Background: an optimization exercise with open tools, aiming at small area, a short achievable clock period and few clock cycles per item. Do not read the settings as production practice. Where RTL was checked, it was by simulation tests only, not by an equivalence proof against the original. Power figures rest on the tool's default switching activity, not on a simulated workload.

== rev 12 ==
==> flow/design.v <==
module fa_padd #(parameter W = 8)
  (input [W-1:0] x, input [W-1:0] y, input ci, output [W-1:0] s, output co);
   wire [W-1:0] p0 = x ^ y;
   reg  [W-1:0] g, p;
   integer      l, i;
   always @* begin
      g = x & y;
      p = p0;
      g[0] = g[0] | (p[0] & ci);
      for (l = 1; (1 << (l - 1)) < W; l = l + 1)
        for (i = (1 << l) - 1; i < W; i = i + (1 << l)) begin
           g[i] = g[i] | (p[i] & g[i - (1 << (l - 1))]);
           p[i] = p[i] & p[i - (1 << (l - 1))];
        end
      for (l = 8; l > 0; l = l - 1)
        if ((1 << l) <= 2 * W)
          for (i = (1 << l) + (1 << (l - 1)) - 1; i < W; i = i + (1 << l)) begin
             g[i] = g[i] | (p[i] & g[i - (1 << (l - 1))]);
             p[i] = p[i] & p[i - (1 << (l - 1))];
          end
   end
   assign s  = p0 ^ {g[W-2:0], ci};
   assign co = g[W-1];
endmodule
module float_add_module
  (
   input         clk,
   input         rstn,
   input  [31:0] a,
   input  [31:0] b,
   output [31:0] result,
   input         start_sig,
   output [3:0]  done_sig
   );
   wire        sa = a[31];
   wire        sb = b[31];
   wire [7:0]  ea = a[30:23];
   wire [7:0]  eb = b[30:23];
   wire [22:0] fa = a[22:0];
   wire [22:0] fb = b[22:0];
   wire [7:0]  dab, dba;
   wire        cab, cba;
   fa_padd #(8) u_dab (.x(ea), .y(~eb), .ci(1'b1), .s(dab), .co(cab));
   fa_padd #(8) u_dba (.x(eb), .y(~ea), .ci(1'b1), .s(dba), .co(cba));
   wire        swe  = ~cab;                 
   wire        eeq  = cab & cba;            
   wire [7:0]  d    = swe ? dba : dab;
   wire        swap = swe | (eeq & (fa < fb));
   wire        sx = swap ? sb : sa;
   wire        sy = swap ? sa : sb;
   wire [22:0] fx = swap ? fb : fa;
   wire [22:0] fy = swap ? fa : fb;
   wire [7:0]  ex = swe ? eb : ea;
   wire [23:0] sigy = {1'b1, fy};
   wire        dbig = |d[7:5];
   wire [25:0] s0 = {sigy, 2'b00};
   wire [25:0] s1 = d[0] ? {1'b0,  s0[25:1]}  : s0;
   wire [25:0] s2 = d[1] ? {2'b0,  s1[25:2]}  : s1;
   wire [25:0] s3 = d[2] ? {4'b0,  s2[25:4]}  : s2;
   wire [25:0] s4 = d[3] ? {8'b0,  s3[25:8]}  : s3;
   wire [25:0] s5 = d[4] ? {16'b0, s4[25:16]} : s4;
   wire [25:0] yw = dbig ? 26'd0 : s5;
   wire [4:0]  dm2   = d[4:0] - 5'd2;
   wire [22:0] smask = (d[4:0] < 5'd3) ? 23'd0 : ~(23'h7fffff << dm2);
   wire [22:0] sfy   = fy & smask & {21'h1fffff, ~(d[4:0] == 5'd25), ~(d[4:0] >= 5'd24)};
   wire        dlo   = (d[7:5] == 3'd0) & (d[4:0] <= 5'd25);
   wire        dmid  = ~dlo & (d <= 8'd46);
   wire        sticky = dmid | (dlo & |sfy);
   wire        quirk = sy & (d >= 8'd47);
   wire        op = sx ^ sy;
   wire        opy = op & ~quirk;
   wire [26:0] xw = {2'b01, fx, 2'b00} ^ {27{quirk}};
   wire [26:0] yv = {1'b0, yw} ^ {27{opy}};
   wire [26:0] m;
   wire        mco;
   fa_padd #(27) u_add (.x(xw), .y(yv), .ci((opy & ~sticky) | quirk), .s(m), .co(mco));
   reg  [26:0] rm;
   reg  [7:0]  rex;
   reg         rs;
   reg         busy;
   always @(posedge clk) begin
      rm  <= m;
      rex <= ex;
      rs  <= sx ^ quirk;
   end
   always @(posedge clk)
     if (!rstn)
       busy <= 1'b0;
     else
       busy <= start_sig & ~busy;
   wire        lbig = ~|rm[26:24];          
   wire [23:0] fr  = rm[26] ? rm[25:2] : rm[25] ? rm[24:1] : rm[23:0];
   wire [22:0] frnd;
   wire        fco;
   fa_padd #(23) u_rnd (.x(fr[23:1]), .y(23'd0), .ci(fr[0]), .s(frnd), .co(fco));
   wire [31:0] mz  = {rm[23:0], 8'hff};
   wire [15:0] o2;                           
   genvar      gi;
   generate
      for (gi = 0; gi < 16; gi = gi + 1) begin : g_o2
         assign o2[gi] = mz[2*gi+1] | mz[2*gi];
      end
   endgenerate
   wire [7:0]  o4 = {o2[15] | o2[14], o2[13] | o2[12], o2[11] | o2[10], o2[9] | o2[8],
                     o2[7] | o2[6], o2[5] | o2[4], o2[3] | o2[2], o2[1] | o2[0]};
   wire [3:0]  o8 = {o4[7] | o4[6], o4[5] | o4[4], o4[3] | o4[2], o4[1] | o4[0]};
   wire        z16 = ~(o8[3] | o8[2]);
   wire        z8  = z16 ? ~o8[1] : ~o8[3];
   wire [1:0]  i4  = {z16, z8};
   wire        z4  = ~o4[{~i4, 1'b1}];
   wire [2:0]  i2  = {z16, z8, z4};
   wire        z2  = ~o2[{~i2, 1'b1}];
   wire [3:0]  i1  = {z16, z8, z4, z2};
   wire        z1  = ~mz[{~i1, 1'b1}];
   wire [4:0]  lzn = {z16, z8, z4, z2, z1};   
   wire [23:0] n4 = z16 ? {rm[7:0], 16'd0} : rm[23:0];
   wire [23:0] n3 = z8  ? {n4[15:0], 8'd0} : n4;
   wire [23:0] n2 = z4  ? {n3[19:0], 4'd0} : n3;
   wire [23:0] n1 = z2  ? {n2[21:0], 2'd0} : n2;
   wire [22:0] n0 = z1  ? n1[21:0] << 1 : n1[22:0];
   wire [22:0] frac = lbig ? n0 : frnd;
   wire [4:0]  lz   = lbig ? lzn + 5'd3 : {3'd0, ~rm[26] & ~rm[25], ~rm[26] & rm[25]};
   wire [8:0]  eq1   = {1'b0, rex} + 9'd1;
   wire        mzero = ~|rm[26:2];          
   wire [7:0]  en    = eq1[7:0] - {3'd0, lz};                    
   wire [22:0] umask = ~(23'h7fffff >> (rex[4:0] + 5'd1));     
   wire over  = rm[26] & (&rex);
   wire under = ~mzero & ~rm[26] & (rex < 8'd23) & ~|(rm[25:3] & umask);
   wire zero  = mzero;
   assign result   = (over | under | zero) ? 32'h3F800000 : {rs, en[7:0], frac};
   assign done_sig = {over, under, zero, busy};
endmodule
export LEC_CHECK = 0
export ABC_AREA = 1
export CAP_MARGIN = 20
export CORE_MARGIN = 2
export CORE_UTILIZATION = 40
export SETUP_SLACK_MARGIN = 3.5
export SLEW_MARGIN = 20
create_clock -name core_clock -period 10.0 [get_ports {clk}]
standard.sh (not shown) runs the stock make flow with config.mk's settings and CLKGATE_MAP_FILE= SYNTH_SCRIPT=/design/flow/synth_recipe.tcl, a recipe that flattens the netlist after the stock synthesis.
==> flow/flow/run.sh <==
#!/bin/bash
# The standard layout (the standard.sh), with two changes:
#  * ADDER_MAP_FILE is empty, so synthesis does not extract full and half
#    adder cells; ABC maps the adders' prefix networks as ordinary logic
#  * the port buffers are plain buffers (sky130_fd_sc_hd__buf_2) instead of
#    the delay cells buffer_ports picks by default
# All of make's output goes to flow_make.log here; ORFS keeps its own
# per-step logs under orfs/logs.
set -euo pipefail
cd "$(dirname "$0")/.."
bash standard.sh "ADDER_MAP_FILE=" \
  "BUFFER_PORTS_ARGS=-buffer_cell sky130_fd_sc_hd__buf_2" finish > flow_make.log 2>&1
## Diff of input files: rev 13 against rev 12
-- flow/design.v --
<<< rev 12, line 89
     else
       busy <= start_sig & ~busy;
   wire        lbig = ~|rm[26:24];          
   wire [23:0] fr  = rm[26] ? rm[25:2] : rm[25] ? rm[24:1] : rm[23:0];
   wire [22:0] frnd;
   wire        fco;
   fa_padd #(23) u_rnd (.x(fr[23:1]), .y(23'd0), .ci(fr[0]), .s(frnd), .co(fco));
   wire [31:0] mz  = {rm[23:0], 8'hff};
   wire [15:0] o2;                           
   genvar      gi;
   generate
      for (gi = 0; gi < 16; gi = gi + 1) begin : g_o2
         assign o2[gi] = mz[2*gi+1] | mz[2*gi];
      end
   endgenerate
   wire [7:0]  o4 = {o2[15] | o2[14], o2[13] | o2[12], o2[11] | o2[10], o2[9] | o2[8],
                     o2[7] | o2[6], o2[5] | o2[4], o2[3] | o2[2], o2[1] | o2[0]};
   wire [3:0]  o8 = {o4[7] | o4[6], o4[5] | o4[4], o4[3] | o4[2], o4[1] | o4[0]};
   wire        z16 = ~(o8[3] | o8[2]);
   wire        z8  = z16 ? ~o8[1] : ~o8[3];
   wire [1:0]  i4  = {z16, z8};
   wire        z4  = ~o4[{~i4, 1'b1}];
   wire [2:0]  i2  = {z16, z8, z4};
   wire        z2  = ~o2[{~i2, 1'b1}];
   wire [3:0]  i1  = {z16, z8, z4, z2};
   wire        z1  = ~mz[{~i1, 1'b1}];
   wire [4:0]  lzn = {z16, z8, z4, z2, z1};   
   wire [23:0] n4 = z16 ? {rm[7:0], 16'd0} : rm[23:0];
   wire [23:0] n3 = z8  ? {n4[15:0], 8'd0} : n4;
   wire [23:0] n2 = z4  ? {n3[19:0], 4'd0} : n3;
   wire [23:0] n1 = z2  ? {n2[21:0], 2'd0} : n2;
   wire [22:0] n0 = z1  ? n1[21:0] << 1 : n1[22:0];
   wire [22:0] frac = lbig ? n0 : frnd;
   wire [4:0]  lz   = lbig ? lzn + 5'd3 : {3'd0, ~rm[26] & ~rm[25], ~rm[26] & rm[25]};
   wire [8:0]  eq1   = {1'b0, rex} + 9'd1;
   wire        mzero = ~|rm[26:2];          
   wire [7:0]  en    = eq1[7:0] - {3'd0, lz};                    
   wire [22:0] umask = ~(23'h7fffff >> (rex[4:0] + 5'd1));     
   wire over  = rm[26] & (&rex);
   wire under = ~mzero & ~rm[26] & (rex < 8'd23) & ~|(rm[25:3] & umask);
   wire zero  = mzero;
   assign result   = (over | under | zero) ? 32'h3F800000 : {rs, en[7:0], frac};
>>> rev 13, line 89
     else
       busy <= start_sig & ~busy;
   wire [31:0] mz  = {rm, 5'b11111};
   wire        z16 = ~|mz[31:16];
   wire [15:0] q16 = z16 ? mz[15:0] : mz[31:16];
   wire        z8  = ~|q16[15:8];
   wire [7:0]  q8  = z8 ? q16[7:0] : q16[15:8];
   wire        z4  = ~|q8[7:4];
   wire [3:0]  q4  = z4 ? q8[3:0] : q8[7:4];
   wire        z2  = ~|q4[3:2];
   wire [1:0]  q2  = z2 ? q4[1:0] : q4[3:2];
   wire        z1  = ~q2[1];
   wire [4:0]  lz  = {z16, z8, z4, z2, z1};
   wire [26:0] n4 = z16 ? {rm[10:0], 16'd0} : rm;
   wire [26:0] n3 = z8  ? {n4[18:0], 8'd0} : n4;
   wire [26:0] n2 = z4  ? {n3[22:0], 4'd0} : n3;
   wire [26:0] n1 = z2  ? {n2[24:0], 2'd0} : n2;
   wire [26:0] n0 = z1  ? {n1[25:0], 1'b0} : n1;
   wire [8:0]  eq1   = {1'b0, rex} + 9'd1;
   wire        mzero = ~|rm[26:2];          
   wire [9:0]  en;
   wire        enc;
   fa_padd #(10) u_en (.x({1'b0, eq1}), .y(~{5'd0, lz}), .ci(1'b1), .s(en), .co(enc));  
   wire [22:0] frac;
   wire        fco;
   fa_padd #(23) u_rnd (.x(n0[25:3]), .y(23'd0), .ci(n0[2]), .s(frac), .co(fco));
   wire over  = ~mzero & (en[9:8] == 2'b01);
   wire under = ~mzero & (en[9:8] == 2'b11);
   wire zero  = mzero;
   assign result   = (over | under | zero) ? 32'h3F800000 : {rs, en[7:0], frac};
==> run notes <==
Rev 13 went all the way through the flow, and no timing, DRC or antenna check failed.
Rev 12 went all the way through synthesis, placement and routing and the layout is clean on timing, DRC and antenna.
Rev 13 gives more transition time at the pin with the least slew margin than rev 12 did.
Rev 12 has lower clock network power share than rev 13.
| global-route usage | rev 13 vs rev 12 | 4.6 points lower |
Against rev 12 as the reference, rev 13 delivers a higher sequential share of layout area.
Comparing rev 12 and rev 13, number of vias per cell after detailed routing is lower on rev 13.
The lower switching share of power of rev 12 and rev 13 is in rev 13.
Per the comparison of rev 13 with rev 12, net count after synthesis saw a decrease, net switching power saw a decrease, total power saw a decrease, setup slack saw an increase.
Testbench counts of rev 13, summed over its fixed seeds: cycles 4,096, items 2,048.
For rev 12, only the layout was checked, not whether the RTL still works.

## port drivers added, routing unchanged
How much do the figures lean on ideal ports? The routed layouts below were timed once more, with nothing changed but the port constraints. Step 1, drivers: a clkbuf_16 drives clk and a buf_2 each remaining input, both assumed. Step 2 also shifts input and output timing later by t, the mid clock arrival at the registers, as if the neighbouring blocks saw the same clock. Slacks: ideal ports / drivers / drivers and shift; pairs: ideal ports / drivers.
| run | shift t [ns] | slack for setup (ns) | worst setup path at the end | cell pins on the clock port's net |
|---|---|---|---|---|
| rev 12 | 0.326 | 3.700 / 3.658 / 3.519 | input to register | 1 |
| rev 13 | 0.313 | 3.804 / 3.768 / 3.586 | input to register | 1 |
After both steps every run listed still meets setup and hold. For rev 13, which loses most, drivers alone change the setup slack by -0.036 ns; drivers and shift together by -0.218 ns.
